Background: an optimization exercise with open tools, aiming at small area. Do not read the settings as production practice.
At most, simulation tests tie the RTL to the original design; equivalence was not proved.
For run 1, only the layout was checked, not whether the RTL still works.
No activity file was given, so power comes from the tool's default toggle rates.

==> flow/design.v <==
`timescale 1ns / 1ps
module bin_counter(input clk, reset, enable, output reg [1:0] count);
reg [2:0] c5;
wire dtick = c5[2] & ~c5[1];
always @(posedge clk) begin
  if (reset) begin
    c5 <= 3'b111;
    count <= 2'b00;
  end else if (enable) begin
    c5 <= {c5[1:0], ~(c5[2] & c5[1])};
    if (dtick) count <= {count[0], ~count[1]};
  end
end
endmodule
`timescale 1ns / 1ps
module clk_divider(input clk, rst, output tick);
reg [3:0] c16;
wire f = c16[3] ^ c16[2] ^ (c16[2:0] == 3'b000);
always @(posedge clk) begin
  if (rst) c16 <= 4'b0000;
  else c16 <= {c16[2:0], f};
end
assign tick = (c16 == 4'b1101);
endmodule
`timescale 1ns / 1ps
`timescale 1ns / 1ps
`timescale 1ns / 1ps
`timescale 1ns / 1ps
module pushbutton_detect #(parameter L = 3) (input clk, rst, en, in, output out);
reg [1:0] run;
reg [L-1:0] s;
wire newp = in & run[1] & run[0];
always @(posedge clk) begin
  if (rst) begin
    run <= 2'b00;
    s <= 0;
  end else if (en) begin
    run <= {in & (run[0] | run[1]), in & ~run[1]};
    s <= {newp | (s[L-1] & ~s[L-2]), s[L-1:1]};
  end
end
assign out = s[0] & ~s[1];
endmodule
`timescale 1ns / 1ps
module CU(input clk, input rst, input en, input BTNL, input BTNR,
output reg [1:0] window);
wire inc = BTNL & ~BTNR;
wire dec = BTNR & ~BTNL;
always @(posedge clk) begin
  if (rst) window <= 2'b00;
  else if (en) begin
    if (inc) window <= {window[0], 1'b1};
    else if (dec) window <= {1'b0, window[1]};
  end
end
endmodule
`timescale 1ns / 1ps
module bcd_add_digit(input [3:0] a, input [3:0] b, input ci, output [3:0] r, output co);
wire [4:0] k;
wire [3:0] z;
assign k[0] = ci;
genvar j;
generate for (j = 0; j < 4; j = j + 1) begin : fa
  assign z[j] = a[j] ^ b[j] ^ k[j];
  assign k[j+1] = (a[j] & b[j]) | (k[j] & (a[j] ^ b[j]));
end endgenerate
assign co = k[4];
assign r[0] = z[0];
assign r[1] = z[1] ^ co;
assign r[2] = z[2] ^ (co & ~z[1]);
assign r[3] = z[3] ^ (co & (z[2] | z[1]));
endmodule
module multiplier(
    input  [7:0] MP,
    input  [7:0] MC,
    input clk,
    input rst,
    input load,
    output sign,
    output done,
    output reg [16:0] product
    );
localparam [16:0] ZERO = 17'h06666;
wire [7:0] mc_half;
bin_to_BCD conv(.bin(MC), .bcd(mc_half));
reg [7:0] R;
reg inv;
reg [16:0] S;
reg done_flag;
wire bit_k = R[0] ^ inv;
wire zero_flag = ~|R | (inv & &R);
wire [15:0] Sd = load ? {8'd0, mc_half} : S[15:0];
wire [16:0] S2;
wire [3:0] q0, q1, q2, q3;
bcd_dbl b0(.d(Sd[3:0]), .q(q0));
bcd_dbl b1(.d(Sd[7:4]), .q(q1));
bcd_dbl b2(.d(Sd[11:8]), .q(q2));
bcd_dbl b3(.d(Sd[15:12]), .q(q3));
assign S2 = {q3[3], q3[2:0], q2[3], q2[2:0], q1[3], q1[2:0], q0[3], q0[2:0], load & MC[0]};
wire add = done_flag & bit_k;
wire [16:0] Sa = S & {17{add}};
wire [16:0] sum;
wire c1, c2, c3, c4;
bcd_add_digit a0(.a(product[3:0]),   .b(Sa[3:0]),   .ci(1'b0), .r(sum[3:0]),   .co(c1));
bcd_add_digit a1(.a(product[7:4]),   .b(Sa[7:4]),   .ci(c1),   .r(sum[7:4]),   .co(c2));
bcd_add_digit a2(.a(product[11:8]),  .b(Sa[11:8]),  .ci(c2),   .r(sum[11:8]),  .co(c3));
bcd_add_digit a3(.a(product[15:12]), .b(Sa[15:12]), .ci(c3),   .r(sum[15:12]), .co(c4));
assign sum[16] = product[16] | Sa[16] | c4;
always @(posedge clk) begin
  if (rst | load) product <= ZERO;
  else product <= sum;
end
always @(posedge clk) begin
  if (rst) done_flag <= 1'b0;
  else if (load) done_flag <= 1'b1;
end
always @(posedge clk) begin
  if (load) begin
    R <= MP;
    inv <= 1'b0;
  end else begin
    R <= {R[7], R[7:1]};
    inv <= inv | (R[7] & R[0]);
  end
  S <= S2;
end
assign sign = (MC[7] ^ MP[7]) & (product != ZERO);
assign done = zero_flag & done_flag;
endmodule
`timescale 1ns / 1ps
module bcd_dbl(input [3:0] d, output [3:0] q);
assign q[0] = (d[3] & ~d[0]) | (~d[3] & ~d[2] & d[0]) | (d[2] & d[1] & ~d[0]);
assign q[1] = (d[3] & ~d[0]) | (~d[2] & d[1]) | (d[1] & d[0]);
assign q[2] = (d[3] & d[0]) | (d[2] & ~d[1] & ~d[0]);
assign q[3] = (d[2] & d[0]) | (d[2] & d[1]) | d[3];
endmodule
module bin_to_BCD(input [7:0] bin, output [7:0] bcd);
wire s = bin[7];
wire [6:0] a = bin[6:0];
wire [6:0] below;
assign below[0] = 1'b0;
genvar i;
generate for (i = 1; i < 7; i = i + 1) begin : neg
  assign below[i] = below[i-1] | a[i-1];
end endgenerate
wire [6:1] m = a[6:1] ^ ({6{s}} & below[6:1]);
wire big = s & ~|a;
wire [3:0] o1, o2, o3;
bcd_dbl d1(.d({1'b0, m[6:4]}), .q(o1));
bcd_dbl d2(.d({o1[2:0], m[3]}), .q(o2));
bcd_dbl d3(.d({o2[2:0], m[2]}), .q(o3));
assign bcd[3:0] = {o3[2:0], m[1]} | {1'b0, big, 2'b00};
assign bcd[7:4] = {1'b0, o1[3], o2[3], o3[3]} | {1'b0, big, big, 1'b0};
endmodule
`timescale 1ns / 1ps
module BCD_to_7seg(input [3:0] d, output [6:0] segments);
assign segments[0] = (~d[3] & d[1]) | (d[2] & ~d[1] & d[0]);
assign segments[1] = (~d[3] & d[0]) | (~d[2] & ~d[1]) | (~d[1] & d[0]);
assign segments[2] = d[0] | (~d[2] & d[1]);
assign segments[3] = (~d[3] & d[0]) | (~d[2] & d[1] & ~d[0]) | (d[2] & ~d[1] & d[0]);
assign segments[4] = (~d[2] & ~d[1] & ~d[0]) | (~d[3] & ~d[2]);
assign segments[5] = (~d[2] & d[1] & d[0]) | (d[2] & ~d[1] & ~d[0]) | (~d[3] & ~d[2]);
assign segments[6] = (~d[2] & d[1] & ~d[0]) | (~d[3] & d[0]);
endmodule
`timescale 1ns / 1ps
module Top_module(input clk, input rst, input BTNC, input BTNL, input BTNR, input [7:0] MP,input [7:0] MC, output  done, output [6:0] segments, output [3:0]anode_active);
wire tick;
clk_divider div(.clk(clk), .rst(rst), .tick(tick));
wire load, bleft, bright;
pushbutton_detect #(4) center_pb(.clk(clk), .rst(rst), .en(tick), .in(BTNC), .out(load));
pushbutton_detect #(3) right_pb (.clk(clk), .rst(rst), .en(tick), .in(BTNR), .out(bright));
pushbutton_detect #(3) left_pb  (.clk(clk), .rst(rst), .en(tick), .in(BTNL), .out(bleft));
wire [1:0] w;
CU control(.clk(clk), .rst(rst), .en(tick), .BTNL(bleft), .BTNR(bright), .window(w));
wire [16:0] p;
wire sign;
multiplier multiply(.MP(MP), .MC(MC), .clk(clk), .rst(rst), .load(load), .sign(sign), .done(done), .product(p));
wire [1:0] c;
bin_counter counter(.clk(clk), .reset(rst), .enable(tick), .count(c));
wire cd0 = ~c[1] & ~c[0], cd1 = ~c[1] & c[0], cd2 = c[1] & c[0], c3 = c[1] & ~c[0];
wire wd0 = ~w[0], wd1 = w[0] & ~w[1], wd2 = w[1];
wire s0 = wd0 & cd0;
wire s1 = (wd0 & cd1) | (wd1 & cd0);
wire s2 = (wd0 & cd2) | (wd1 & cd1) | (wd2 & cd0);
wire s3 = (wd1 & cd2) | (wd2 & cd1);
wire s4 = wd2 & cd2;
wire [3:0] num;
assign num[3] = (s0 & p[3]) | (s1 & p[7]) | (s2 & p[11]) | (s3 & p[15]);
assign num[2] = (s0 & p[2]) | (s1 & p[6]) | (s2 & p[10]) | (s3 & p[14]) | s4;
assign num[1] = (s0 & p[1]) | (s1 & p[5]) | (s2 & p[9])  | (s3 & p[13]) | s4 | (c3 & ~sign);
assign num[0] = (s0 & p[0]) | (s1 & p[4]) | (s2 & p[8])  | (s3 & p[12]) | (s4 & p[16]) | c3;
BCD_to_7seg segment(.d(num), .segments(segments));
assign anode_active = ~({4{done}} & {c3 & sign, cd2, cd1, cd0});
endmodule
==> flow/flow/run.sh <==
#!/bin/bash
set -euo pipefail
here=$(pwd)

# 1. standard synthesis with the stronger ABC script
rm -rf "$here/scripts_synth"
cp -r "$FLOW_HOME/scripts" "$here/scripts_synth"
cp "$here/flow/abc_area.script" "$here/scripts_synth/abc_area.script"
SCRIPTS_DIR="$here/scripts_synth" bash standard.sh synth > "$here/synth.log" 2>&1

# 2. and 3. the rest of the standard flow's layout
export BUFFER_PORTS_ARGS="-buffer_cell sky130_fd_sc_hd__buf_1"
export CTS_ARGS="-sink_clustering_enable -repair_clock_nets -dont_use_dummy_load -buf_list sky130_fd_sc_hd__clkbuf_4 -root_buf sky130_fd_sc_hd__clkbuf_8"
bash standard.sh finish > "$here/layout.log" 2>&1
test -s "$here/out/final.def"
==> flow/flow/abc_area.script <==
strash
&get -n
&deepsyn -T 60
&put
dch -f
map -a
strash
dch -f
map -a
topo
stime -c
==> flow/standard.sh <==
#!/bin/bash
# synth_recipe.tcl (not shown) runs the flow's synth.tcl, then flattens the netlist and writes it again
# the make line also repeats each setting of config.mk as NAME=value (left out here)
make -C /OpenROAD-flow-scripts/flow DESIGN_CONFIG=/design/flow/config.mk WORK_HOME=/design/flow/orfs CLKGATE_MAP_FILE= SYNTH_SCRIPT=/design/flow/synth_recipe.tcl "${@:-finish}"
==> flow/config.mk <==
export PLATFORM = sky130hd
export DESIGN_NAME = Top_module
export DESIGN_NICKNAME = Top_module
export VERILOG_FILES = /design/flow/design.v
export SDC_FILE = /design/flow/constraint.sdc
export NUM_CORES = 4
export LEC_CHECK = 0
export ABC_AREA = 1
export CAP_MARGIN = 20
export CORE_MARGIN = 2
export CORE_UTILIZATION = 70
export SLEW_MARGIN = 20
==> flow/constraint.sdc <==
create_clock -name core_clock -period 15.0 [get_ports {clk}]
set_input_delay 3.0000 -clock core_clock [delete_from_list [all_inputs] [get_ports {clk}]]
set_output_delay 3.0000 -clock core_clock [all_outputs]
set_load 0.01 [all_outputs]
==> run notes, run 1 <==
Logic synthesis
The mapped netlist covers 3510 um^2. The number of standard cells after synthesis is roughly 460. The simple-gate share of the synthesized area is 21.6%. In the synthesized netlist the dominant register cell turns out to be dfxtp_1.

Summing the areas of all compound-gate instances in the mapped netlist gives 16.1% of the synthesized area. After synthesis, the mean cell area works out to 7.66 um^2. Yosys mapped a number of flops with a built-in enable equal to 1.

Of the total synthesized cell area, the portion taken by XOR and XNOR cells is 1.99%. The main combinational cell family by area after synthesis is simple AND/OR/NAND/NOR gates. After synthesis, the share of flip-flops with an asynchronous set or reset is 0%.

The adder and majority gate portion of the synthesized area is 11.0%. The number of flip-flops and latches in the synthesized netlist is 71. When the netlist entered floorplanning its net count stood at roughly 500. The share of the Yosys chip area taken by registers is 40.7%.

After synthesis, the share of cell area in mux cells is 0%. The count of cell types in the netlist is 32. The Yosys step of the flow raised 6 warnings.

Global routing
Entering global routing, the biggest net connects 31 pins. The number of antenna violations at the first check in global routing is 0. Global routing consumed, over all layers together, between 20% and 30% of the routing resources. The number of global-route vias before repair came to 2881. The residual overflow from global routing is 0. The first global-routing pass estimated 12.2 mm of wire.

Timing
The routed design could run at a clock period as short as 7.62 ns. The number of pins exceeding their max-slew limit in the final report is 0. Setup repair after global routing left no endpoint under its margin.

The final hold violation count is 0. The final hold slack is 0.430 ns. In this run the tightest slew margin relative to its limit is between 60% and 70%. The portion of the clock cycle consumed by the worst path in the final layout is slightly above 50%.

Derived from the worst setup path, the maximum achievable clock frequency is approximately 0.13 GHz. For the pin with the worst max-slew slack, the measured transition is 0.595 ns. The count of endpoints failing setup in the final report is 0. Adding up every negative setup slack in the final design gives 0 ns. The largest clock skew in the final design is 0.0201 ns.

Worst setup path
The startpoint type of the worst setup path is a flop. The critical setup path kind is flop to flop. In this run the critical register-to-register path is captured at multiply.product[15].

The worst endpoint data arrival time is 7.84 ns. On the worst path, the slowest cell contributes a delay of 0.52 ns. The worst register-to-register path has a depth of 31. The data required time at the worst endpoint is 15.22 ns. The kind of end point of the critical path is a flop.

The slowest stage cell on the critical path is fa_1. The reg2reg setup slack is 7.38 ns. The maximum fanout encountered on the critical timing path is 10. The startpoint identified for the worst register-to-register timing path is multiply.R[0]. Grouping stages by cell kind, the critical path spends the most delay in adder cells. Counting both buffers and inverters, the worst setup path holds a total of 9. The cell type with the highest occurrence count on the critical path is fa_1.

Route
The first-pass detailed-route iteration total is 5. The detailed route wirelength on metal2 is 3.40 mm. In the final routed layout, each cell accounts on average for 12.8 um. Using the TritonRoute via totals, the vias-per-cell ratio works out to 5.51.

The detailed-routed wire length on met3 is around 400 um. The detailed-routing wirelength on met1 is 3.34 mm. For this block, the via count after detailed routing is ~3.1k. In this run the top signal layer used is met4. The initial detailed-routing violation count is between 150 and 200.

The count of nets left with antenna violations once routing finished came out at 0. The total wire length after detailed routing is a little over 7 mm. The remaining design rule violation count is 0.

Power
For this design the ratio of total power to cell area is around 110 nW/um^2. For this design the static power due to leakage is ~1.5 nW. The worst-case IR drop observed on VDD is 0.0787 mV.

Flow run
Max-cap violations in this run came to 0.

Cells and area
The antenna diode count is 0. The finished layout holds about 570 standard cells, fillers aside. The commonest non-fill, non-tap cell in the layout is nand2_1. From synthesis to final layout, the design area changed by 9.61%. The number of nets in the layout is between 500 and 600. The finished cells cover 3850 um^2. The top cell types in the final layout, fill and taps aside, are nand2_1, clkinv_1, dfxtp_1, nor2_1, buf_1. Cells with a size suffix above 1 make up roughly 3.6% of the layout.

Floorplan
The row count is 25. The initial utilization of the core area, before any placement, comes to 73.4%. The floorplan step defined a die boundary enclosing 5600 um^2.

The area of the placeable core is 4790 um^2. 33 I/O pins were placed. The floorplan step set the die width to 74.9 um. The die is 74.9 um tall.

CTS
The H-tree generated during clock tree synthesis spans 3 levels. The clock-pin slew reported for the worst setup and hold paths after clock tree synthesis is 0.07 ns. The clock buffer count from CTS is 9. For this design, the sink count on the clock tree is 71. Clock latency on the worst-skew pair, taken at its later pin, is 0.35 ns. TritonCTS built the clock tree.

The number of instances resized during post-cts repair is 0. The tree is rooted in a clkbuf_8. The number of hold buffers added after cts is 0. The clock passes through at most 2 buffers.

The post-CTS setup buffer count is 0.

Placement
Buffers placed on the I/O ports in this run total 32. After detailed placement, the design holds a cell count of 559. The sum of net half-perimeters after detailed placement is 5.57 mm. The routability-driven placement congestion ratio is 0.863. The total cell area at the placement stage is 3730 um^2.

Run status
The flow ran to the end and the layout has no timing, DRC or antenna violations.

Worst hold path
The endpoint with the worst hold slack is counter.c5[1]. The origin of the worst min-delay path is counter.c5[0]. The number of cells on the worst hold path is 2. The path category of the worst min-delay check is flop to flop.
how the worst max path moves through the flow:
stage                           end  slack (ns)  cells after the start           from
6_report       multiply.product[15]        7.38                     31  multiply.R[0]
5_1_grt        multiply.product[15]        6.87                     31  multiply.R[0]
4_1_cts        multiply.product[15]        7.37                     31  multiply.R[0]
3_5_place_dp   multiply.product[15]        7.45                     31  multiply.R[0]
3_3_place_gp            segments[4]        7.62                      9          MC[7]
2_1_floorplan           segments[4]        7.97                      7          MC[7]
worst reg2reg max path: cells and delay by family, from the launching register on:
family	cells	cell delay, ns
fa+ha+maj	16	5.17
buf+inv	9	0.97
simple gates	4	0.76
flops	1	0.33
compound gates	2	0.28
per-stage QoR:
| step | util, % | setup WS [ns] | power (W) |
|---|---|---|---|
| 2_1_floorplan | - | 7.97 | 0.000283 |
| 3_3_place_gp | 77.9 | 7.62 | 0.000298 |
| 3_5_place_dp | 77.9 | 7.45 | 0.000303 |
| 4_1_cts | 80.5 | 7.37 | 0.000415 |
| 5_1_grt | 80.5 | 6.87 | 0.000436 |
| 6_report | 80.5 | 7.38 | 0.000415 |
per-layer routing:
| layer | GRT usage, % | vias up |
|---|---|---|
| met5 | 0 | - |
| met4 | 12.3 | 0 |
| met3 | 7.23 | 16 |
| met2 | 47.4 | 102 |
| met1 | 36.8 | 1405 |
| li1 | - | 1605 |
sequential cells by signal, indices dropped and copies added, names as in the netlist, 2 cells and up:
name / flops
control.window: 2
multiply.S: 17
center_pb.run: 2
left_pb.s: 3
right_pb.run: 2
center_pb.s: 4
left_pb.run: 2
multiply.product: 17
counter.c5: 3
right_pb.s: 3
multiply.R: 8
counter.count: 2
div.c16: 4
kinds of logic (layout without fill, tap and decap cells):
group | count (synthesis) | after routing
and+or+nand+nor | 183 | 183
DFF | 71 | 71
xor gates and xnor gates | 8 | 8
adders and majority gates | 22 | 22
AOI/OAI and AO/OA | 95 | 95
buffers and inverters | 80 | 122
synthesized netlist by cell type (3+ instances only):
cell type	number	area share, %
nand2_1	84	9.0
clkinv_1	80	8.5
dfxtp_1	70	40
nor2_1	61	6.5
o21ai_0	30	4.3
a21oi_1	28	4.0
nand3_1	16	2.3
o22ai_1	16	2.8
fa_1	15	8.5
ha_1	7	2.5
nor3_1	7	1.0
xor2_1	7	1.7
nand4_1	5	0.89
a22oi_1	3	0.64
a32o_1	3	0.85
and3_2	3	0.64
power by group:
part | internal (W) | switching [W] | total (W)
Combinational | 0.0000279 | 0.0000463 | 0.0000742
Clock | 0.0000534 | 0.0000608 | 0.000114
Sequential | 0.000213 | 0.0000138 | 0.000227
area by class of cell:
cell class / count / area [um^2]
clock buffers: 9 / 124
fillers: 345 / 933
inverters: 80 / 300
multi-input cells: 308 / 1790
flip-flops and latches: 71 / 1430
well taps: 67 / 83.8
repair buffers: 33 / 128
==> run 2: changes to the inputs <==
--- a/flow/design.v
+++ b/flow/design.v
@@ -86,7 +86,7 @@
 reg [7:0] R;
 reg inv;
 reg [16:0] S;
-reg done_flag;
+wire done_flag = ~inv | R[7];
 wire bit_k = R[0] ^ inv;
 wire zero_flag = ~|R | (inv & &R);
 wire [15:0] Sd = load ? {8'd0, mc_half} : S[15:0];
@@ -111,17 +111,19 @@
   else product <= sum;
 end
 always @(posedge clk) begin
-  if (rst) done_flag <= 1'b0;
-  else if (load) done_flag <= 1'b1;
+  if (rst) begin
+    R[7] <= 1'b0;
+    inv <= 1'b1;
+  end else if (load) begin
+    R[7] <= MP[7];
+    inv <= 1'b0;
+  end else begin
+    inv <= inv | (R[7] & R[0]);
+  end
 end
 always @(posedge clk) begin
-  if (load) begin
-    R <= MP;
-    inv <= 1'b0;
-  end else begin
-    R <= {R[7], R[7:1]};
-    inv <= inv | (R[7] & R[0]);
-  end
+  if (load) R[6:0] <= MP[6:0];
+  else R[6:0] <= R[7:1];
   S <= S2;
 end
 assign sign = (MC[7] ^ MP[7]) & (product != ZERO);
==> run 2 against run 1 <==
  * Still clean on timing, DRC and antenna
  * Synthesized area shrank 1.5%
  * Critical path depth shrank 22
  * Clock-buffer cell count is the same
  * Non-clock buffer count grew 1
  * Synthesized cell count shrank 1.7%
  * Sequential share of layout area shrank 0.39 points
  * Critical path type is now input pin to primary output
  * Critical endpoint is now segments[4]
==> run notes, run 2 <==
CTS
The number of hold buffers added after CTS was 0. Clock latency on the worst-skew pair, taken at its later pin, is 0.35 ns. TritonCTS built the clock tree. The number of instances resized during post-cts repair is 0. The tree is rooted in a clkbuf_8. The longest clock path from root to sink contains 2 buffers. The CTS sink count is 70.

The post-CTS setup buffer count is 0. Counting the buffers created by CTS gives 9. The H-tree was split into 3 levels.

Clock-pin slew was measured on the worst setup and hold paths at 0.07 ns.

Logic synthesis
Summing the sequential cell areas from Yosys gives 40.5% of the chip area. The synthesis warning total is 6. The number of standard cells after synthesis is about 450.

The netlist area before placement is 3460 um^2. The commonest cells after synthesis are nand2_1, clkinv_1, dfxtp_1, nor2_1, o21ai_0. The async set or reset register ratio after synthesis is 0%. The number of nets in the synthesized netlist is just under 500. The proportion of netlist area held by the largest area contributor is 40.5%. By area the synthesized netlist is led by dfxtp_1, nand2_1, fa_1. Yosys mapped a number of flops with a built-in enable equal to 0. The primary flip-flop cell chosen by synthesis mapping is dfxtp_1. The cell with the most instances after synthesis is nand2_1. Summed over all instances, the cell type with the most area after synthesis is dfxtp_1. Counting flops and latches in the post-synthesis netlist gives 70.

The number of different library cells used by synthesis comes to 26. Averaged over all synthesized cells, the footprint is 7.67 um^2.

Cells and area
The area of all placed cells without fillers is 3810 um^2. The post-synthesis to final-layout area growth is 10.1%. The number of nets in the layout is 539. The library cells used most frequently in the layout, excluding fill and tap cells, are nand2_1, clkinv_1, dfxtp_1, nor2_1, buf_1. In the final layout, the registers with the most flip-flops are multiply.S: 17 flops, multiply.product: 17 flops, multiply.R: 8 flops. Of the cells placed in the final design, the portion with a size suffix greater than 1 is a little over 3%. The repair_antennas step left the layout with diodes totalling 0.

The combined area of the multi-input logic cells is 1770 um^2. The sequential standard cell area is 1400 um^2. The library cell used most frequently in the layout, excluding fill and tap cells, is nand2_1. The layout has 349 filler cells.

Route
The first routing iteration left roughly 140 violations. For this block, the routed nets add up to approximately 7 mm of wire. The remaining design rule violation count is 0. The average detailed-routed wire length per instance is 12.4 um. Before antenna repair, the detailed router went through 5 iterations.

After detailed routing, the number of vias per cell comes to 5.50. The remaining antenna violation count is 0. The via count of the routed design is 3083.

Global routing
The global-route wire length before repair is 11.8 mm. Entering global routing, the biggest net connects 30 pins. For this run the aggregate overflow at the end of global routing stands at 0. Global routing used between 20% and 30% of the available tracks across all layers. The number of antenna violations at the first check in global routing is 0. The number of global-route vias before repair is between 2k and 3k.

Timing
The count of endpoints failing setup in the final report is 0. The portion of the clock cycle consumed by the worst path in the final layout is about half. The worst-case headroom to the max-slew limit is 53.9%. Setup repair after global routing left no endpoint under its margin. The largest clock skew in the final design is 0.0210 ns. Derived from the worst setup path, the maximum achievable clock frequency is 0.134 GHz. For the finished layout, the period the worst path requires is 7.46 ns. The final hold violation count is 0. On the final layout, the worst hold slack is around 0.45 ns. The transition at the pin with the smallest max-transition slack is 0.689 ns. The number of pins exceeding their max-slew limit in the final report is 0. The final sum of negative setup slack is 0 ns.

Worst setup path
The startpoint type of the worst setup path is an input pin. The start point of the critical path is MC[7]. STA puts the critical path data required time at 12.00 ns.

Data on the critical path arrives at its endpoint at 4.46 ns. The worst setup path is captured at a primary output. The critical setup path kind is input pin to primary output. The launch instance of the worst register-to-register path is multiply.R[0]. In this run the worst path has a maximum fanout of 7.

Power
Power spread over the standard cell area amounts to about 110 nW/um^2. The worst-case IR drop observed on VDD is 0.0808 mV. The analysis attributes to cell leakage a power of between 1 and 1.5 nW.

Placement
The number of port buffers is 32. The HPWL after detailed placement is 5.41 mm. Once placement finished, the instance area stood at 3680 um^2.

Routability-driven placement finished with a final weighted congestion of 0.877.

Floorplan
The die outline area is 5520 um^2. 33 I/O pins were placed. The total area inside the core boundary comes to 4750 um^2. The initial core utilization is 72.8%.

The horizontal die dimension is 74.3 um. The die is 74.3 um tall. The row count is 25.

Worst hold path
The worst hold path begins at counter.c5[0]. In this run the worst hold path is classified as flop to flop.

Run status
The flow ran to the end and the layout has no timing, DRC or antenna violations.

Flow run
The max-capacitance violation count is 0.
run 2: cell types whose count changed in the layout (fill, tap and decap cells not counted), sizes merged, moves of 3 or more:
cell   delta
and3      -3
nand2     -3
nor2      -3
xnor2     +3
run 2: cell families (layout without fill, tap and decap cells):
kind of cell	count (synthesis)	after routing	synth area share, %
compound gates	94	94	16.0
xor+xnor	12	12	3.04
simple gates	174	174	20.7
buf+inv	79	122	8.57
flops	70	70	40.5
fa+ha+maj	22	22	11.2
run 2: stage by stage:
step	worst slack (ns)	total power, W	cells	util [%]
after floorplan	7.69	0.000280	451	-
final	7.54	0.000410	561	80.2
after global placement	7.61	0.000294	552	77.4
after detailed placement	7.56	0.000299	552	77.4
after global routing	7.07	0.000433	561	80.2
after CTS	7.51	0.000410	561	80.0
run 2: critical path, stage by stage:
cell,delay (ns)
buf_1,0.27
xor2_1,0.29
o311ai_0,0.23
nand2_1,0.11
nand2_1,0.07
clkinv_1,0.09
o21ai_0,0.09
o21ai_0,0.15
buf_1,0.17
run 2: per-layer routing:
layer / vias to the layer above / GRT usage [%] / share of wire [%]
met5: - / 0 / 0
met3: 9 / 6.10 / 5.1
met1: 1409 / 33.9 / 46
li1: 1573 / - / -
met4: 0 / 11.7 / 1.4
met2: 92 / 49.0 / 48
run 2: path summary, 6_finish.rpt:
path                                        endpoint  slack [ns]  cells past startpoint
worst min-delay path                   counter.c5[0]        0.45                      2
worst min register to register         counter.c5[0]        0.45                      2
worst max-delay path                     segments[4]        7.54                      9
worst max register to register  multiply.product[15]        7.55                     32
run 2: final cells by class:
| type | count | area share (%) |
|---|---|---|
| multi-input combinational | 302 | 46.5 |
| sequential | 70 | 36.8 |
| inverter | 79 | 7.78 |
| timing repair buffer | 34 | 3.55 |
| clock buffer | 9 | 3.25 |
| tap | 67 | 2.20 |
run 2: power breakdown:
part | internal (W) | switching [W] | total (W)
clock network | 0.0000534 | 0.0000588 | 0.000112
logic | 0.0000293 | 0.0000441 | 0.0000734
registers | 0.000210 | 0.0000146 | 0.000224
==> run 3: changes to the inputs <==
--- a/flow/design.v
+++ b/flow/design.v
@@ -26,29 +26,33 @@
 `timescale 1ns / 1ps
 `timescale 1ns / 1ps
 `timescale 1ns / 1ps
-module pushbutton_detect #(parameter L = 3) (input clk, rst, en, in, output out);
+module pushbutton_detect(input clk, rst, en, in, output out);
 reg [1:0] run;
-reg [L-1:0] s;
+reg [1:0] st;
 wire newp = in & run[1] & run[0];
+wire fresh = ~st[1] & st[0] & ~run[1] & run[0];
 always @(posedge clk) begin
   if (rst) begin
     run <= 2'b00;
-    s <= 0;
+    st <= 2'b00;
   end else if (en) begin
-    run <= {in & (run[0] | run[1]), in & ~run[1]};
-    s <= {newp | (s[L-1] & ~s[L-2]), s[L-1:1]};
-  end
-end
-assign out = s[0] & ~s[1];
+    run <= {in & ~newp & (run[1] | run[0]), newp | (in & ~run[1] & ~fresh)};
+    st <= {~newp & st[0] & ~fresh, newp | (st[0] & ~st[1])};
+  end
+end
+assign out = st[1] & ~st[0];
 endmodule
 `timescale 1ns / 1ps
 module CU(input clk, input rst, input en, input BTNL, input BTNR,
-output reg [1:0] window);
+input BTNC, output reg [1:0] window, output reg load);
 wire inc = BTNL & ~BTNR;
 wire dec = BTNR & ~BTNL;
 always @(posedge clk) begin
-  if (rst) window <= 2'b00;
-  else if (en) begin
+  if (rst) begin
+    window <= 2'b00;
+    load <= 1'b0;
+  end else if (en) begin
+    load <= BTNC;
     if (inc) window <= {window[0], 1'b1};
     else if (dec) window <= {1'b0, window[1]};
   end
@@ -168,12 +172,13 @@
 module Top_module(input clk, input rst, input BTNC, input BTNL, input BTNR, input [7:0] MP,input [7:0] MC, output  done, output [6:0] segments, output [3:0]anode_active);
 wire tick;
 clk_divider div(.clk(clk), .rst(rst), .tick(tick));
-wire load, bleft, bright;
-pushbutton_detect #(4) center_pb(.clk(clk), .rst(rst), .en(tick), .in(BTNC), .out(load));
-pushbutton_detect #(3) right_pb (.clk(clk), .rst(rst), .en(tick), .in(BTNR), .out(bright));
-pushbutton_detect #(3) left_pb  (.clk(clk), .rst(rst), .en(tick), .in(BTNL), .out(bleft));
+wire bcenter, bleft, bright;
+pushbutton_detect center_pb(.clk(clk), .rst(rst), .en(tick), .in(BTNC), .out(bcenter));
+pushbutton_detect right_pb (.clk(clk), .rst(rst), .en(tick), .in(BTNR), .out(bright));
+pushbutton_detect left_pb  (.clk(clk), .rst(rst), .en(tick), .in(BTNL), .out(bleft));
+wire load;
 wire [1:0] w;
-CU control(.clk(clk), .rst(rst), .en(tick), .BTNL(bleft), .BTNR(bright), .window(w));
+CU control(.clk(clk), .rst(rst), .en(tick), .BTNL(bleft), .BTNR(bright), .BTNC(bcenter), .window(w), .load(load));
 wire [16:0] p;
 wire sign;
 multiplier multiply(.MP(MP), .MC(MC), .clk(clk), .rst(rst), .load(load), .sign(sign), .done(done), .product(p));
==> run 3 against run 2 <==
  * Cell count rose by 3.6%
  * Sequential share of layout area fell by 1.9 points
  * Sequential power fell by 4%
  * Utilization rose by 0.26 points
  * Non-clock buffer count rose by 1
  * Synthesized area rose by 1.1%
  * Global-route usage rose by 1.1 points
  * Synthesized cell count rose by 4.2%
  * Wire length rose by 4.9%
  * Fmax fell by 1.9%
  * Cell area rose by 0.98%
  * Critical endpoint is now segments[3]
  * Highest routed layer unchanged
==> run notes, run 3 <==
Route
The via count of the routed design is 3256. Dividing the detail-routed via count by the number of cells gives between 5 and 6. The detailed router finished its first iteration with 164 violations. The remaining design rule violation count is 0.

The detail route stage leaves a number of antenna-violating nets equal to 0. The total wire length after detailed routing is 7.32 mm. The average detailed-routed wire length per instance is 12.6 um. For this run, the detailed router's first-pass iteration total came to 4.

Timing
The final hold violation count came to 0. The time the worst path needs with I/O delays and setup is roughly 7.6 ns. The portion of the clock cycle consumed by the worst path in the final layout is 50.7%.

On the final layout, the worst clock skew is 0.0251 ns. After layout, the worst setup slack is approximately 7.4 ns. The transition at the pin with the smallest max-transition slack is 0.844 ns. The count of endpoints failing setup in the final report is 0. In this run the tightest slew margin relative to its limit is 43.5%. The number of pins exceeding their max-slew limit in the final report came to 0.

Setup repair after global routing left no endpoint under its margin. Summed over all failing endpoints, the final setup total negative slack is 0 ns. The maximum clock frequency is 0.132 GHz.

Worst setup path
The worst setup path is launched from an input pin. The maximum fanout encountered on the critical timing path is 8. The critical path ends at segments[3]. STA classifies the critical path endpoint as a primary output.

The launch instance of the worst register-to-register path is multiply.R[0]. Data on the critical path is required at its endpoint by 12.00 ns. The worst endpoint data arrival time is 4.60 ns. The endpoint of the most critical register-to-register path is multiply.product[14]. Setup slack on the worst reg-to-reg path comes out at between 7 and 8 ns. By startpoint and endpoint, the worst setup path is classified as input pin to primary output. Tracing the worst setup path back leads to its startpoint at MC[7].

Counting cells, the worst reg-to-reg path comes to 32.

CTS
The number of buffers between clock root and the deepest sink is 2. The number of instances resized during post-cts repair is 0. TritonCTS built the clock tree.

The number of hold buffers added after CTS was 0. The H-tree depth is 3. The clock-pin slew reported for the worst setup and hold paths after clock tree synthesis is 0.06 ns.

The root buffer cell chosen for the clock tree is clkbuf_8. The CTS sink count is 67. At the later pin of the worst-skew pair, clock insertion delay measures 0.34 ns. The post-CTS setup buffer count is 0. Buffers inserted during clock tree synthesis total 9.

Global routing
The global routing's busiest layer is met2. The met2 routing resource usage after global routing is a little over half. The met3 track demand over resource in global routing is ~6.6%.

The pin count of the biggest net entering global routing is 31. The global-route wire length before repair is 12.4 mm. The number of global-route vias before repair is 3067. Summed over all layers, the global routing overflow is 0.

The number of antenna violations at the first check in global routing is 0. The total global-route track usage is 29.3%. Global routing used 31.5% of the available met1 tracks.

Floorplan
The initial core utilization is 73.1%. The die covers 5580 um^2. The horizontal die dimension is approximately 75 um. For this design the top-level I/O count stands at 33.

The floorplan step set the die height to 74.7 um. The area of the placeable core is 4790 um^2. The row count is 25.

Logic synthesis
After technology mapping, the gate count stands at between 400 and 500. The fraction of the yosys area taken by sequential cells is 38.3%. The synthesized design contains 0 enable-type register cells.

For this run, the leading register cell type out of synthesis is dfxtp_1. The top cell type by area accounts for about two fifths of the synthesized area. After synthesis, the netlist uses 31 different library cells. After synthesis, the share of flip-flops with an asynchronous set or reset is 0%. By count the netlist is led by clkinv_1, nand2_1, dfxtp_1, nor2_1, o21ai_0. The average cell area after synthesis is 7.44 um^2.

After synthesis the cells add up to 3500 um^2. The Yosys step of the flow raised 5 warnings. The total nets after synthesis is 513. By area the synthesized netlist is led by dfxtp_1, clkinv_1, fa_1.

The post-synthesis cell type with the largest combined area is dfxtp_1. Counting flops and latches in the post-synthesis netlist gives 67. The cell with the most instances after synthesis is clkinv_1.

Placement
The total cell area at the placement stage is around 3700 um^2. The congestion estimate from routability-driven global placement came to a little over 0.9. Port buffering added 32 buffers. The wire-length estimate of the detail-placed layout is 5.72 mm. The worst slack after detailed placement is 7.40 ns.

Power
Summed over all cells, the static leakage comes to about 1.5 nW. VDD sags by at most 0.0982 mV. The power per cell area is 102 nW/um^2.

Worst hold path
The path category of the worst min-delay check is flop to flop.

Cells and area
Summing all flip-flop and latch instances after layout gives 1340 um^2. The combined area of the multi-input logic cells is 1830 um^2. Compared with the post-synthesis result, the final layout area differs by 10.0%. In the final layout, the share of cells above drive strength 1 is 3.70%. The antenna diode count is 0. Summing all non-filler instances in the final layout gives an area of 3850 um^2. In the final layout, the registers with the most flip-flops are multiply.S: 17 flops, multiply.product: 17 flops, multiply.R: 8 flops.

The number of nets in the layout is 559. The library cells used most frequently in the layout, excluding fill and tap cells, are clkinv_1, nand2_1, dfxtp_1, nor2_1, o21ai_0. The layout has 357 filler cells. The library cell used most frequently in the layout, excluding fill and tap cells, is clkinv_1.

Flow run
Across the run, the number of max-cap violations was 0.

Run status
The flow ran to the end and the layout has no timing, DRC or antenna violations.
-- run 3: routing by layer --
layer | share of wire, % | wire length [um] | vias up
met5 | 0 | 0 | -
met4 | 3.1 | 227 | 0
met3 | 4.1 | 297 | 22
met2 | 51 | 3760 | 83
met1 | 41 | 3030 | 1499
li1 | - | - | 1652
-- run 3: worst min-delay path by stage --
stage / start / to / depth (start not counted)
floorplan: div.c16[1] / div.c16[2] / 2
global placement: div.c16[1] / div.c16[2] / 2
detailed placement: div.c16[1] / div.c16[2] / 2
CTS: div.c16[1] / div.c16[2] / 2
global route: div.c16[1] / div.c16[2] / 2
finish: div.c16[1] / div.c16[2] / 2
-- run 3: cell type report --
type / count / share of cell area (%)
clock buffers: 9 / 3.22
well taps: 67 / 2.18
flip-flops and latches: 67 / 34.9
repair buffers: 35 / 3.71
inverters: 86 / 8.39
multi-input cells: 317 / 47.7
-- run 3: metrics by stage --
| stage | utilization [%] | hold WS (ns) | cells | total power, W |
|---|---|---|---|---|
| after CTS | 80.4 | 0.451 | 581 | 0.000397 |
| after global placement | 77.8 | 0.437 | 572 | 0.000284 |
| final | 80.4 | 0.450 | 581 | 0.000394 |
| after floorplan | - | 0.425 | 470 | 0.000270 |
| after detailed placement | 77.8 | 0.440 | 572 | 0.000288 |
| after global routing | 80.4 | 0.466 | 581 | 0.000416 |
-- run 3: worst max-delay path, cell delays in order --
cell	delay, ns
buf_1	0.32
o211ai_1	0.13
a21oi_1	0.19
o21a_1	0.16
nand3b_1	0.10
o21ai_0	0.16
nor2_1	0.21
nor2_1	0.08
nand2_1	0.08
nand2_1	0.05
buf_1	0.12
-- run 3: power breakdown --
part	leakage, nW	internal (W)	switching, W
Sequential	0.546	0.000202	0.0000133
Combinational	0.860	0.0000270	0.0000431
Clock	0.0647	0.0000532	0.0000559
-- run 3: kinds of logic (layout without fill, tap and decap cells) --
| kind of cell | after synthesis | in the layout | synth area share (%) |
|---|---|---|---|
| DFF | 67 | 67 | 38.3 |
| buffers and inverters | 86 | 130 | 9.23 |
| xor gates and xnor gates | 9 | 9 | 2.25 |
| adders and majority gates | 22 | 22 | 11.1 |
| AOI/OAI and AO/OA | 110 | 110 | 17.8 |
| and+or+nand+nor | 176 | 176 | 21.3 |
==> run 4: changes to the inputs <==
==> flow/flow/abc_area.script (replaced) <==
strash
&get -n
&deepsyn -T 60
&dch -f
&nf -R 1000 -p -a
&put
topo
stime -c
==> run 4 against run 3 <==
  * Die area shrank 0.95%
  * Register-to-register slack gained 0.36 ns
  * Global-route usage shrank 2.6 points
==> run notes, run 4 <==
Run status
The run finished with no timing, DRC or antenna violations.

Cells and area
In the final layout, the registers with the most flip-flops are multiply.S: 17 flops, multiply.product: 17 flops, multiply.R: 8 flops. The number of nets in the layout is 488. The antenna diode count is 0. Cells with a size suffix above 1 make up 2.71% of the layout. From synthesis to final layout, the design area changed by 10.1%. The final cell count without fillers is 510.

Leaving out fill and tap cells, the most frequent cell in the layout is dfxtp_1. Leaving out fill and tap cells, the most frequent cells in the layout are dfxtp_1, nand2_1, a21oi_1, nor2_1, buf_1. The fraction of the core area covered by cells at the end of the flow is between 80% and 90%.

Worst setup path
The setup path with the least slack is of type input pin to primary output. The slowest stage cell on the critical path is a32oi_1. The combined buffer and inverter count along the critical path is 2.

Walking the worst path, the cells encountered are buf_1 > xor2_1 > nand4b_1 > a32oi_1 > o21ai_0 > a21boi_0 > nand2b_1 > buf_1. For this run, the slowest stage of the critical path takes 0.42 ns. The data required time at the worst endpoint is 12.00 ns. The worst setup path is captured at a primary output. The maximum fanout encountered on the critical timing path is 10. The worst endpoint data arrival time is 4.82 ns.

STA classifies the critical path startpoint as an input pin. The cell type with the highest occurrence count on the critical path is buf_1. The critical path's top delay family is compound AO/OA/AOI/OAI gates.

Timing
The final hold violation count was 0. Derived from the worst setup path, the maximum achievable clock frequency is 0.128 GHz. Setup violations remaining at the end of the flow were counted as 0. The largest clock skew in the final design is 0.0202 ns. For the pin with the worst max-slew slack, the measured transition is 0.855 ns.

The smallest clock period supported by the final layout is computed as roughly 8 ns. The worst-case headroom to the max-slew limit is 42.8%. The portion of the clock cycle consumed by the worst path in the final layout is 52.1%. The number of pins exceeding their max-slew limit in the final report is 0. After routing, the total negative slack on setup checks comes to 0 ns. Setup repair after global routing left no endpoint under its margin.

Global routing
The number of antenna violations at the first check in global routing is 0. The number of global-route vias before repair is 2653. Across every metal layer, demand over resource in global routing totals 26.7%.

The pin count of the biggest net entering global routing is 31. Global routing finished with a remaining overflow of 0. The first global-routing pass estimated 11.2 mm of wire.

Power
The analysis attributes to cell leakage a power of 1.48 nW. For this design the ratio of total power to cell area is 104 nW/um^2. The maximum VDD drop is 0.0802 mV.

Logic synthesis
The netlist area before placement is 3460 um^2. The number of nets in the synthesized netlist is 442. The count of cell types in the netlist is 44. The fraction of the yosys area taken by sequential cells is 38.7%. The average cell area after synthesis is 8.68 um^2. Synthesis produced a netlist whose cell count is 399.

The synthesis warning total is 5. The commonest cells after synthesis are dfxtp_1, nand2_1, a21oi_1, nor2_1, clkinv_1. The async set or reset register ratio after synthesis is 0%.

The post-synthesis cell type with the largest combined area is dfxtp_1. For this run, the leading register cell type out of synthesis is dfxtp_1. Counting flops with a built-in enable in the synthesized netlist gives 0. Among all cell types in the netlist, the one instantiated most often is dfxtp_1. In the post-synthesis netlist, the biggest area contributors are dfxtp_1, fa_1, nand2_1.

In this run, synthesis produced a sequential element count of 67. The proportion of netlist area held by the largest area contributor is 38.7%.

CTS
In this run the clock root is driven by a clkbuf_8. The CTS sink count is 67. Buffers inserted to repair hold after CTS numbered 0. Post-CTS repair changed the size of 0 cells.

In this run the number of H-tree levels came out at 3. The clock buffer count from CTS is 9. The number of setup buffers added after CTS is 0. The clock tree from TritonCTS is yes. The number of buffers between clock root and the deepest sink is 2. Clock latency on the worst-skew pair, taken at its later pin, is around 0.34 ns. The clock-pin slew reported for the worst setup and hold paths after clock tree synthesis is 0.07 ns.

Route
The remaining design rule violation count is 0. The via count of the routed design is 2875. The initial detailed-routing violation count is between 150 and 200. The via density per instance is 5.64. The final layout contains routed wiring with a total length of 6.63 mm.

The average detailed-routed wire length per instance is 13.0 um. The count of nets left with antenna violations once routing finished came out at 0. The first-pass detailed-route iteration total is 4.

Placement
The number of placed instances, taps included, is around 500. The routability-driven placement congestion ratio is 0.791. The sum of net half-perimeters after detailed placement is 4.97 mm.

The number of port buffers is 32.

Floorplan
The die outline area is 5530 um^2. The area of the placeable core is approximately 4800 um^2. For this configuration, the core starts out at a cell density of between 70% and 80%. The total I/O pin count is 33.

The horizontal die dimension is 74.3 um. The die height is 74.3 um. The row count is 25.

Worst hold path
The path category of the worst min-delay check is flop to flop.

Flow run
The max-capacitance violation count is 0.
run 4: final timing paths:
path | from | to | slack [ns] | cells after the start
min | multiply.R[4] | multiply.R[3] | 0.49 | 1
max reg2reg | multiply.R[0] | multiply.product[14] | 7.86 | 30
min reg2reg | multiply.R[4] | multiply.R[3] | 0.49 | 1
max | MC[7] | segments[3] | 7.18 | 8
run 4: final cells by class:
type                       count  area, um^2
tap                           67        83.8
multi-input combinational    304        2020
clock buffer                   9         124
inverter                      28         105
timing repair buffer          35         143
sequential                    67        1340
fill                         351         941
run 4: cell families after synthesis:
group / Yosys count / share of synthesized area, %
adder cells (fa/ha/maj): 22 / 11.2
multiplexers: 9 / 2.85
AND/OR/NAND/NOR: 155 / 21.6
AO/OA/AOI/OAI: 105 / 19.3
XOR/XNOR: 13 / 3.29
flip-flops: 67 / 38.7
buffers and inverters: 28 / 3.03
run 4: metal layers:
layer,up-vias,global-route usage [%],wire length (um)
met3,13,5.56,191
met2,42,46.7,3160
met1,1327,31.6,3150
li1,1493,-,-
met4,0,11.9,131
met5,-,0,0
run 4: report_power, final:
part | leakage [nW] | internal [W] | total [W] | switching (W)
clock network | 0.0647 | 0.0000532 | 0.000110 | 0.0000566
registers | 0.546 | 0.000202 | 0.000218 | 0.0000155
logic | 0.871 | 0.0000315 | 0.0000681 | 0.0000365
total | 1.48 | 0.000287 | 0.000396 | 0.000109
run 4: per-stage QoR:
stage	total power [W]	cell area (um^2)	hold slack, ns	setup slack (ns)
after floorplan	0.000272	3460	0.429	7.63
after global placement	0.000286	3690	0.464	7.27
after detailed placement	0.000289	3690	0.473	7.22
after CTS	0.000399	3810	0.480	7.22
after global routing	0.000416	3810	0.501	7.00
final	0.000396	3810	0.486	7.18
run 4: worst reg2reg max path: cells and delay by family (launching register included):
family	cells	cell delay [ns]
buf+inv	9	0.84
xor+xnor	1	0.13
simple gates	2	0.22
fa+ha+maj	17	5.16
flops	1	0.40
mux	1	0.24
==> run 5: changes to the inputs <==
--- a/flow/flow/run.sh
+++ b/flow/flow/run.sh
@@ -10,6 +10,6 @@
 
 # 2. and 3. the rest of the standard flow's layout
 export BUFFER_PORTS_ARGS="-buffer_cell sky130_fd_sc_hd__buf_1"
-export CTS_ARGS="-sink_clustering_enable -repair_clock_nets -dont_use_dummy_load -buf_list sky130_fd_sc_hd__clkbuf_4 -root_buf sky130_fd_sc_hd__clkbuf_8"
+export CTS_ARGS="-sink_clustering_enable -repair_clock_nets -dont_use_dummy_load -buf_list sky130_fd_sc_hd__clkbuf_4 -root_buf sky130_fd_sc_hd__clkbuf_4"
 bash standard.sh finish > "$here/layout.log" 2>&1
 test -s "$here/out/final.def"
==> run 5 against run 4 <==
  * Critical path depth stayed put
  * Fmax is 0.23% lower
  * Clock skew is 0.0093 ns higher
  * Clock power is 26% lower
  * Setup slack worse by 0.018 ns
  * Highest routed layer unchanged
==> run notes, run 5 <==
Run status
The run finished with no timing, DRC or antenna violations.

Power
Summed over all cells, the static leakage comes to 1.46 nW. The analysis attributes to net switching a power of 0.000105 W. The part of the power in registers is 59.3%. Internal power comes to 0.000261 W. The worst-case IR drop observed on VDD is between 0.08 and 0.09 mV. The switching share of total power is between 20 and 30%. For this design the ratio of total power to cell area is ~97 nW/um^2. The clock network is responsible for 22.2% of the overall power. The relative contribution of combinational cells to total power is between 10% and 20%.

Floorplan
In this run the vertical extent of the chip is 74.3 um. During I/O placement, the number of pins put on the boundary was 33. The horizontal die dimension is 74.3 um. The row count is 25.

The die covers around 5500 um^2. The initial core utilization is 72.8%. The area of the placeable core is 4750 um^2.

Logic synthesis
The netlist area before placement is 3460 um^2. By area the synthesized netlist is led by dfxtp_1, fa_1, nand2_1. The average cell area after synthesis is 8.68 um^2. Of the post-synthesis cell area, the dominant cell type holds 38.7%. The cell with the most instances after synthesis is dfxtp_1. The synthesis warning total is 5. The count of cell types in the netlist is 44. The fraction of the yosys area taken by sequential cells is 38.7%. The largest total area in the synthesized netlist belongs to dfxtp_1. The async set or reset register ratio after synthesis is 0%.

Ranked by instance count, the synthesized netlist is headed by dfxtp_1, nand2_1, a21oi_1, nor2_1, clkinv_1. Yosys mapped a number of flops with a built-in enable equal to 0. The total nets after synthesis is ~440. Synthesis produced a netlist whose cell count is roughly 400. The primary flip-flop cell chosen by synthesis mapping is dfxtp_1. The number of flip-flops and latches in the synthesized netlist is 67.

Timing
For the pin with the worst max-slew slack, the measured transition is 0.864 ns. Setup total negative slack on the finished layout was measured at 0 ns. The maximum clock frequency is 0.128 GHz.

For the final database, setup skew stands at roughly 0.030 ns. Setup violations remaining at the end of the flow were counted as 0. The worst-case headroom to the max-slew limit is 42.2%. Setup repair after global routing left no endpoint under its margin. The worst path needs 7.84 ns of the cycle, external delays included. The final hold violation count was 0. The portion of the clock cycle consumed by the worst path in the final layout is between 50% and 60%. The number of pins exceeding their max-slew limit in the final report is 0. Across all hold checks on the routed design, the worst slack comes to approximately 0.48 ns.

Placement
The routability-driven placement congestion ratio is a little under 0.8. The sum of net half-perimeters after detailed placement is 4.97 mm. The number of port buffers is 32. Once placement completed, the tool counted placed cells totaling 501.

Worst setup path
Data arrives at the worst endpoint at slightly below 5 ns. The slowest stage of the critical path is the a32oi_1 cell. Along the worst path, the maximum fanout reaches 10. The signal on the critical path passes through buf_1 > xor2_1 > nand4b_1 > a32oi_1 > o21ai_0 > a21boi_0 > nand2b_1 > buf_1.

The setup path with the least slack is of type input pin to primary output. On the critical path the largest part of the delay comes from compound AO/OA/AOI/OAI gates. The worst setup path is captured at a primary output. For this run, the slowest stage of the critical path takes about 0.43 ns.

The worst setup path is launched from an input pin. The number of buffers and inverters on the critical path is 2. The cell type with the highest occurrence count on the critical path is buf_1. At the worst endpoint, the required time is 12.00 ns.

Worst hold path
The path category of the worst min-delay check is flop to flop.

Cells and area
Leaving out fill and tap cells, the most frequent cell in the layout is dfxtp_1. The finished layout holds 510 standard cells, fillers aside. The post-synthesis to final-layout area growth is 8.49%. The largest registers in the layout are multiply.S: 17 flops, multiply.product: 17 flops, multiply.R: 8 flops. In the final layout, the share of cells above drive strength 1 is between 2 and 3%. The fraction of the core area covered by cells at the end of the flow is about four fifths. The number of nets in the layout is 488. The library cells used most frequently in the layout, excluding fill and tap cells, are dfxtp_1, nand2_1, a21oi_1, nor2_1, buf_1.

The number of antenna diodes in the final layout is 0.

CTS
The number of clock buffers added by TritonCTS is 9. The post-CTS setup buffer count is 0. The clock reaches the later pin of the worst-skew pair after 0.40 ns. The number of hold buffers added after cts is 0. The CTS sink count is 67.

The clock root buffer is clkbuf_4. In this run the deepest clock path goes through 2 buffers. The clock-pin slew reported for the worst setup and hold paths after clock tree synthesis is 0.11 ns. The H-tree generated during clock tree synthesis spans 3 levels. TritonCTS built the clock tree. The number of instances resized during post-cts repair is 0.

Route
Across all layers, the routed design uses 2861 vias. After detailed routing, the number of vias per cell comes to 5.61. In the routed design, unresolved DRC markers number 0.

The initial detailed-routing violation count is 177. After detailed routing, the average wire length per cell comes to 12.6 um. The final layout contains routed wiring with a total length of 6.42 mm. For this run, the detailed router's first-pass iteration total came to 4. Once detail routing completed, the nets flagged for antenna violations numbered 0.

Flow run
Across the run, the number of max-cap violations was 0.

Global routing
Entering global routing, the biggest net connects 31 pins. The global-route wire length before repair is 10.9 mm. The total global-route track usage is between 20% and 30%. After global routing the overflow that remains totals 0.

The number of global-route vias before repair was 2590. The number of antenna violations at the first check in global routing is 0.
-- run 5: cell counts after synthesis --
No cell type changed its count.
-- run 5: power by group through the flow --
stage          registers [W]  clock network (W)  logic [W]
2_1_floorplan       0.000217                  0  0.0000552
3_3_place_gp        0.000220                  0  0.0000656
3_5_place_dp        0.000221                  0  0.0000681
4_1_cts             0.000217          0.0000836  0.0000685
5_1_grt             0.000220          0.0000882  0.0000779
6_report            0.000217          0.0000813  0.0000679
-- run 5: logic make-up (layout without fill, tap and decap cells) --
logic type      after synthesis  after routing  synth area share, %
simple gates                155            155                 21.6
fa+ha+maj                    22             22                 11.2
buf+inv                      28             72                 3.03
xor+xnor                     13             13                 3.29
flops                        67             67                 38.7
compound gates              105            105                 19.3
mux                           9              9                 2.85
-- run 5: metrics by stage --
| step | total power, W | worst slack (ns) | cell area, um^2 |
|---|---|---|---|
| 2_1_floorplan | 0.000272 | 7.63 | 3460 |
| 3_3_place_gp | 0.000286 | 7.27 | 3690 |
| 3_5_place_dp | 0.000289 | 7.22 | 3690 |
| 4_1_cts | 0.000369 | 7.22 | 3760 |
| 5_1_grt | 0.000386 | 6.98 | 3760 |
| 6_report | 0.000366 | 7.16 | 3760 |
-- run 5: final cells by class --
cell class / count / area (um^2)
multi-input combinational: 304 / 2020
sequential: 67 / 1340
inverter: 28 / 105
tap: 67 / 83.8
timing repair buffer: 35 / 143
clock buffer: 9 / 67.6
fill: 363 / 997
-- run 5: final timing paths --
path,slack [ns],cells past startpoint,endpoint,start
max,7.16,8,segments[3],MC[7]
min,0.48,1,multiply.R[3],multiply.R[4]
min reg2reg,0.48,1,multiply.R[3],multiply.R[4]
max reg2reg,7.92,30,multiply.product[14],multiply.R[0]
-- run 5: per-layer routing --
layer / share of wire, % / track usage (%)
met2: 47 / 44.8
met4: 2.2 / 12.7
met3: 4.3 / 3.93
met5: 0 / 0
met1: 47 / 31.3
==> run 6: changes to the inputs <==
==> flow/flow/run.sh (replaced) <==
#!/bin/bash
# Own layout flow: the standard flow (standard.sh) with three changes that
# only affect which cells make up the layout:
#  1. synthesis is the standard synthesis script, but ABC maps the logic with
#     a stronger area script (flow/abc_area.script, deepsyn). It runs with four
#     random seeds side by side and the smallest netlist is kept. Yosys's
#     passes before ABC, and so the registers, are the same in all of them;
#  2. the port buffers are sky130_fd_sc_hd__buf_1;
#  3. clock tree synthesis adds no dummy loads and uses clkbuf_4 buffers.
# Each step's output goes to a log file of its own in this folder; ORFS's own
# logs are under orfs/logs and trial*/orfs/logs.
set -euo pipefail
here=$(pwd)

# 1. standard synthesis with the stronger ABC script, four seeds
for s in 0 1 2 3; do
  d="$here/trial$s"
  rm -rf "$d"; mkdir -p "$d"
  cp -r "$FLOW_HOME/scripts" "$d/scripts"
  sed "s/@SEED@/$s/" "$here/flow/abc_area.script" > "$d/scripts/abc_area.script"
  sed "s#WORK_HOME=[^ ]*#WORK_HOME=$d/orfs#" "$here/standard.sh" > "$d/standard.sh"
  (SCRIPTS_DIR="$d/scripts" bash "$d/standard.sh" synth > "$here/synth_seed$s.log" 2>&1) &
done
wait
best=""; bestarea=""
for s in 0 1 2 3; do
  f="$here/trial$s/orfs/reports/sky130hd/Top_module/base/synth_stat.txt"
  [[ -s "$here/trial$s/orfs/results/sky130hd/Top_module/base/1_synth.odb" ]] || continue
  a=$(awk '/Chip area for module/ {print $NF}' "$f" | tail -1)
  echo "seed $s: synthesized area $a" >> "$here/synth_pick.log"
  if [[ -z "$best" ]] || awk -v a="$a" -v b="$bestarea" 'BEGIN{exit !(a < b)}'; then
    best=$s; bestarea=$a
  fi
done
[[ -n "$best" ]]
echo "kept seed $best ($bestarea)" >> "$here/synth_pick.log"
rm -rf "$here/orfs"
mv "$here/trial$best/orfs" "$here/orfs"
for s in 0 1 2 3; do rm -rf "$here/trial$s"; done

# 2. and 3. the rest of the standard flow's layout
export BUFFER_PORTS_ARGS="-buffer_cell sky130_fd_sc_hd__buf_1"
export CTS_ARGS="-sink_clustering_enable -repair_clock_nets -dont_use_dummy_load -buf_list sky130_fd_sc_hd__clkbuf_4 -root_buf sky130_fd_sc_hd__clkbuf_4"
bash standard.sh finish > "$here/layout.log" 2>&1
test -s "$here/out/final.def"
==> flow/flow/abc_area.script (replaced) <==
strash
&get -n
&deepsyn -T 60 -S @SEED@
&dch -f
&nf -R 1000 -p -a
&put
topo
stime -c
==> run 6 against run 5 <==
  * Combinational power is 8.5% lower
  * First-iteration DRC count is 47% lower
  * Cell area hardly changed
  * Via count is 7.1% higher
  * Wire length is 17% higher
  * Still clean on timing, DRC and antenna
  * Critical path type unchanged
  * Critical endpoint unchanged
  * Largest cell class unchanged
  * Non-clock buffer count is 1 lower
  * Synthesized area is 0.11% higher
  * Largest power group unchanged
==> run notes, run 6 <==
Cells and area
For this run, the post-layout net count is 500. The library cells used most frequently in the layout, excluding fill and tap cells, are dfxtp_1, nand2_1, a21oi_1, o21ai_0, buf_1. The combined area of the multi-input logic cells is 2020 um^2. The post-synthesis to final-layout area growth is 8.26%. The antenna diode count is 0. The sequential standard cell area is 1340 um^2. The count of fill cells added during filler insertion is 352. In the final layout, the registers with the most flip-flops are multiply.S: 17 flops, multiply.product: 17 flops, multiply.R: 8 flops. The layout cell share with drive strength beyond 1 is approximately 2.4%. Leaving out fill and tap cells, the most frequent cell in the layout is dfxtp_1.

Route
The first TritonRoute pass finished after 4 iterations. Dividing the detail-routed wire length by the instance count gives about 14 um. After detailed routing, the number of remaining DRC violations is 0.

The via density per instance is 5.87. The count of nets left with antenna violations once routing finished came out at 0. The total wire length after detailed routing is 7.52 mm. The initial detailed-routing violation count is 93. The via count of the routed design is 3064.

Power
For this design the ratio of total power to cell area is 96.6 nW/um^2. The analysis attributes to net switching a power of 0.000107 W. The relative contribution of combinational cells to total power is 17.1%. The internal cell power is 0.000255 W. Of the total power, registers draw 60.6%. Of the total power, the clock network draws 22.3%. In this run switching power makes up 29.6% of total power.

The maximum VDD drop is between 0.08 and 0.09 mV. For this design the static power due to leakage is ~1.5 nW.

Run status
The flow ran to the end and the layout has no timing, DRC or antenna violations.

Flow run
Across the run, the number of max-cap violations was 0.

Worst setup path
The worst setup path is launched from an input pin. The largest single stage delay on the critical path is around 0.37 ns. For flop-to-flop paths, the worst setup slack is a little under 8 ns.

The worst endpoint data arrival time is 4.81 ns. The maximum fanout encountered on the critical timing path is 11. For the worst setup path, the data required time is 12.00 ns. The slowest stage cell on the critical path is a22oi_1.

The critical setup path kind is input pin to primary output. The kind of end point of the critical path is a primary output. Traced cell by cell, the critical path runs through buf_1 > o21ai_0 > a21oi_1 > nand2_1 > a22oi_1 > o21ai_0 > a21boi_0 > nand2b_1 > buf_1.

Logic synthesis
After synthesis the netlist holds a flip-flop and latch count of 67. After technology mapping, the gate count stands at 412. Averaged over all synthesized cells, the footprint is 8.42 um^2. The biggest area contributor in the post-synthesis netlist is dfxtp_1. For this run, the register share of the synthesized area comes to 38.7%. The proportion of netlist area held by the largest area contributor is 38.7%. Of all flip-flops after synthesis, the portion carrying an async set or reset was 0%. The total nets after synthesis is 455. Yosys instantiated no cell more often than dfxtp_1. Ranked by instance count, the synthesized netlist is headed by dfxtp_1, nand2_1, a21oi_1, o21ai_0, clkinv_1.

By area the synthesized netlist is led by dfxtp_1, fa_1, nand2_1. The most used flip-flop cell after synthesis is dfxtp_1. The synthesized design contains 0 enable-type register cells.

The synthesis warning total is 5. The mapped netlist covers around 3500 um^2. In this run, distinct cell masters in the synthesized netlist total 41.

Floorplan
For this configuration, the core starts out at a cell density of 72.9%. The core region is 4750 um^2. The floorplan step defined a die boundary enclosing 5530 um^2. In this run the vertical extent of the chip is 74.4 um.

The horizontal die dimension is 74.4 um. The total I/O pin count is 33. The row count is 25.

Global routing
Entering global routing, the biggest net connects 24 pins. Global routing used a little over half of the available met2 tracks. The number of antenna violations at the first check in global routing is 0. The number of global-route vias before repair is 2896.

Global routing consumed, on the met1 layer, 35.5% of the routing resources. The total global-route track usage is 30.4%. The residual overflow from global routing is 0.

The global routing stage identified its most utilized layer as met2. The met3 track demand over resource in global routing is 9.08%. The global-route wire length before repair is between 10 and 15 mm.

CTS
The number of clock buffers added by TritonCTS is 9. The clock root buffer is clkbuf_4. The clock tree synthesis step divided the H-tree into 3 levels. The longest clock path from root to sink contains 2 buffers. The post-CTS setup buffer count is 0.

TritonCTS built the clock tree. The number of instances resized during post-cts repair is 0. The number of hold buffers added after cts is 0.

The clock-pin slew reported for the worst setup and hold paths after clock tree synthesis is 0.09 ns. The CTS sink count is 67. Clock latency on the worst-skew pair, taken at its later pin, is approximately 0.39 ns.

Timing
Setup repair after global routing left no endpoint under its margin. The worst pin sits at a relative slew slack of 43.8%. The transition at the pin with the smallest max-transition slack is 0.840 ns. The clock period could shrink to 7.81 ns. Setup violations remaining at the end of the flow were counted as 0. Setup slack closes at 7.19 ns. The final sum of negative setup slack is 0 ns.

Based on the critical path, the design can be clocked at up to between 0.1 and 0.15 GHz. The number of pins exceeding their max-slew limit in the final report is 0. The largest clock skew in the final design is 0.0264 ns. The portion of the clock cycle consumed by the worst path in the final layout is 52.1%. The final hold violation count is 0.

Placement
In this run the tool buffered the top-level ports with 32 buffer cells. Prior to clock tree synthesis, the placed netlist has a worst setup slack of 7.26 ns. Routability-driven placement finished with a final weighted congestion of roughly 0.95. After legalization and detailed placement, the total HPWL measured 5.85 mm.

Worst hold path
The path category of the worst min-delay check is flop to flop.
## run 6: changes by cell type after synthesis, sizes merged, moves of 3 or more
cell    previous run  this run
nand3             10        20
xor2               7         3
nand2             49        56
o21ai             22        39
nand2b            16        10
a21oi             35        39
a22o               4         1
o211ai             2         5
nor3              11         6
nor2              32        28
## run 6: path summary, 6_finish.rpt
path | start | end | cells after the start
setup / recovery | MC[7] | segments[3] | 9
hold / removal | multiply.S[16] | multiply.product[16] | 2
setup reg to reg | multiply.R[7] | multiply.product[14] | 31
hold reg to reg | multiply.S[16] | multiply.product[16] | 2
## run 6: metrics by stage
| step | cells | utilization, % | hold slack (ns) | area [um^2] | power (W) |
|---|---|---|---|---|---|
| after global routing | 522 | 78.9 | 0.490 | 3750 | 0.000384 |
| after floorplan | 412 | - | 0.429 | 3470 | 0.000264 |
| after detailed placement | 513 | 77.5 | 0.451 | 3690 | 0.000285 |
| after global placement | 513 | 77.5 | 0.448 | 3690 | 0.000278 |
| final | 522 | 78.9 | 0.471 | 3750 | 0.000362 |
| after CTS | 522 | 78.9 | 0.475 | 3750 | 0.000364 |
## run 6: cell families (layout without fill, tap and decap cells)
kind of cell | Yosys count | in the layout | synth area share [%]
mux | 7 | 7 | 2.24
simple gates | 161 | 161 | 22.4
xor+xnor | 7 | 7 | 1.77
compound gates | 119 | 119 | 20.5
flops | 67 | 67 | 38.7
fa+ha+maj | 22 | 22 | 11.2
buf+inv | 29 | 72 | 3.14
## run 6: worst max-delay path, delay by kind of cell
| kind | cells | cell delay [ns] |
|---|---|---|
| buffers and inverters | 2 | 0.43 |
| and+or+nand+nor | 2 | 0.29 |
| AOI/OAI and AO/OA | 5 | 1.08 |
## run 6: area by class of cell
type	count	area share, %
inverter	29	2.90
sequential	67	35.7
clock buffer	9	1.80
multi-input combinational	316	53.7
tap	67	2.23
timing repair buffer	34	3.60
## run 6: power by group through the flow
stage / clock [W] / sequential (W) / combinational, W
after global placement: 0 / 0.000222 / 0.0000557
after floorplan: 0 / 0.000218 / 0.0000465
after global routing: 0.0000902 / 0.000223 / 0.0000708
after CTS: 0.0000833 / 0.000219 / 0.0000617
after detailed placement: 0 / 0.000223 / 0.0000613
final: 0.0000807 / 0.000220 / 0.0000621
## run 6: per-layer routing
metal | part of all wire, % | routed length (um)
met5 | 0 | 0
met4 | 1.5 | 116
met3 | 4.9 | 366
met2 | 51 | 3810
met1 | 43 | 3220

## afterwards: timing with drivers on the ports
In the flow no input, the clock included, has a driving cell. The finished layouts below were timed again as built, in two steps. Step 1 assumes that a clkbuf_16 drives the clock port and a buf_2 every other input. Step 2 adds t to the input delays and takes it off the output delays; t is the mean of the earliest and latest rising clock arrival at the registers after step 1. Input paths then give back, and output paths get back, about the clock's delay inside the block. a / b / c = no drivers / after step 1 / after step 2; a / b = the first two.
run | t, ns | slack for setup (ns) | worst hold slack (ns) | worst data-port slew with drivers (ns)
run 1 | 0.370 | 7.382 / 7.382 / 7.382 | 0.430 / 0.430 / 0.430 | 0.03
run 2 | 0.368 | 7.544 / 7.524 / 7.524 | 0.447 / 0.447 / 0.447 | 0.03
run 3 | 0.356 | 7.397 / 7.374 / 7.374 | 0.450 / 0.450 / 0.450 | 0.05
run 4 | 0.359 | 7.182 / 7.160 / 7.160 | 0.486 / 0.486 / 0.486 | 0.03
run 5 | 0.414 | 7.164 / 7.142 / 7.142 | 0.479 / 0.479 / 0.479 | 0.03
run 6 | 0.411 | 7.188 / 7.166 / 7.166 | 0.471 / 0.471 / 0.471 | 0.03
After both steps every run listed still meets setup and hold. For run 3, which loses most, drivers alone change the setup slack by -0.023 ns; drivers and shift together by -0.023 ns.
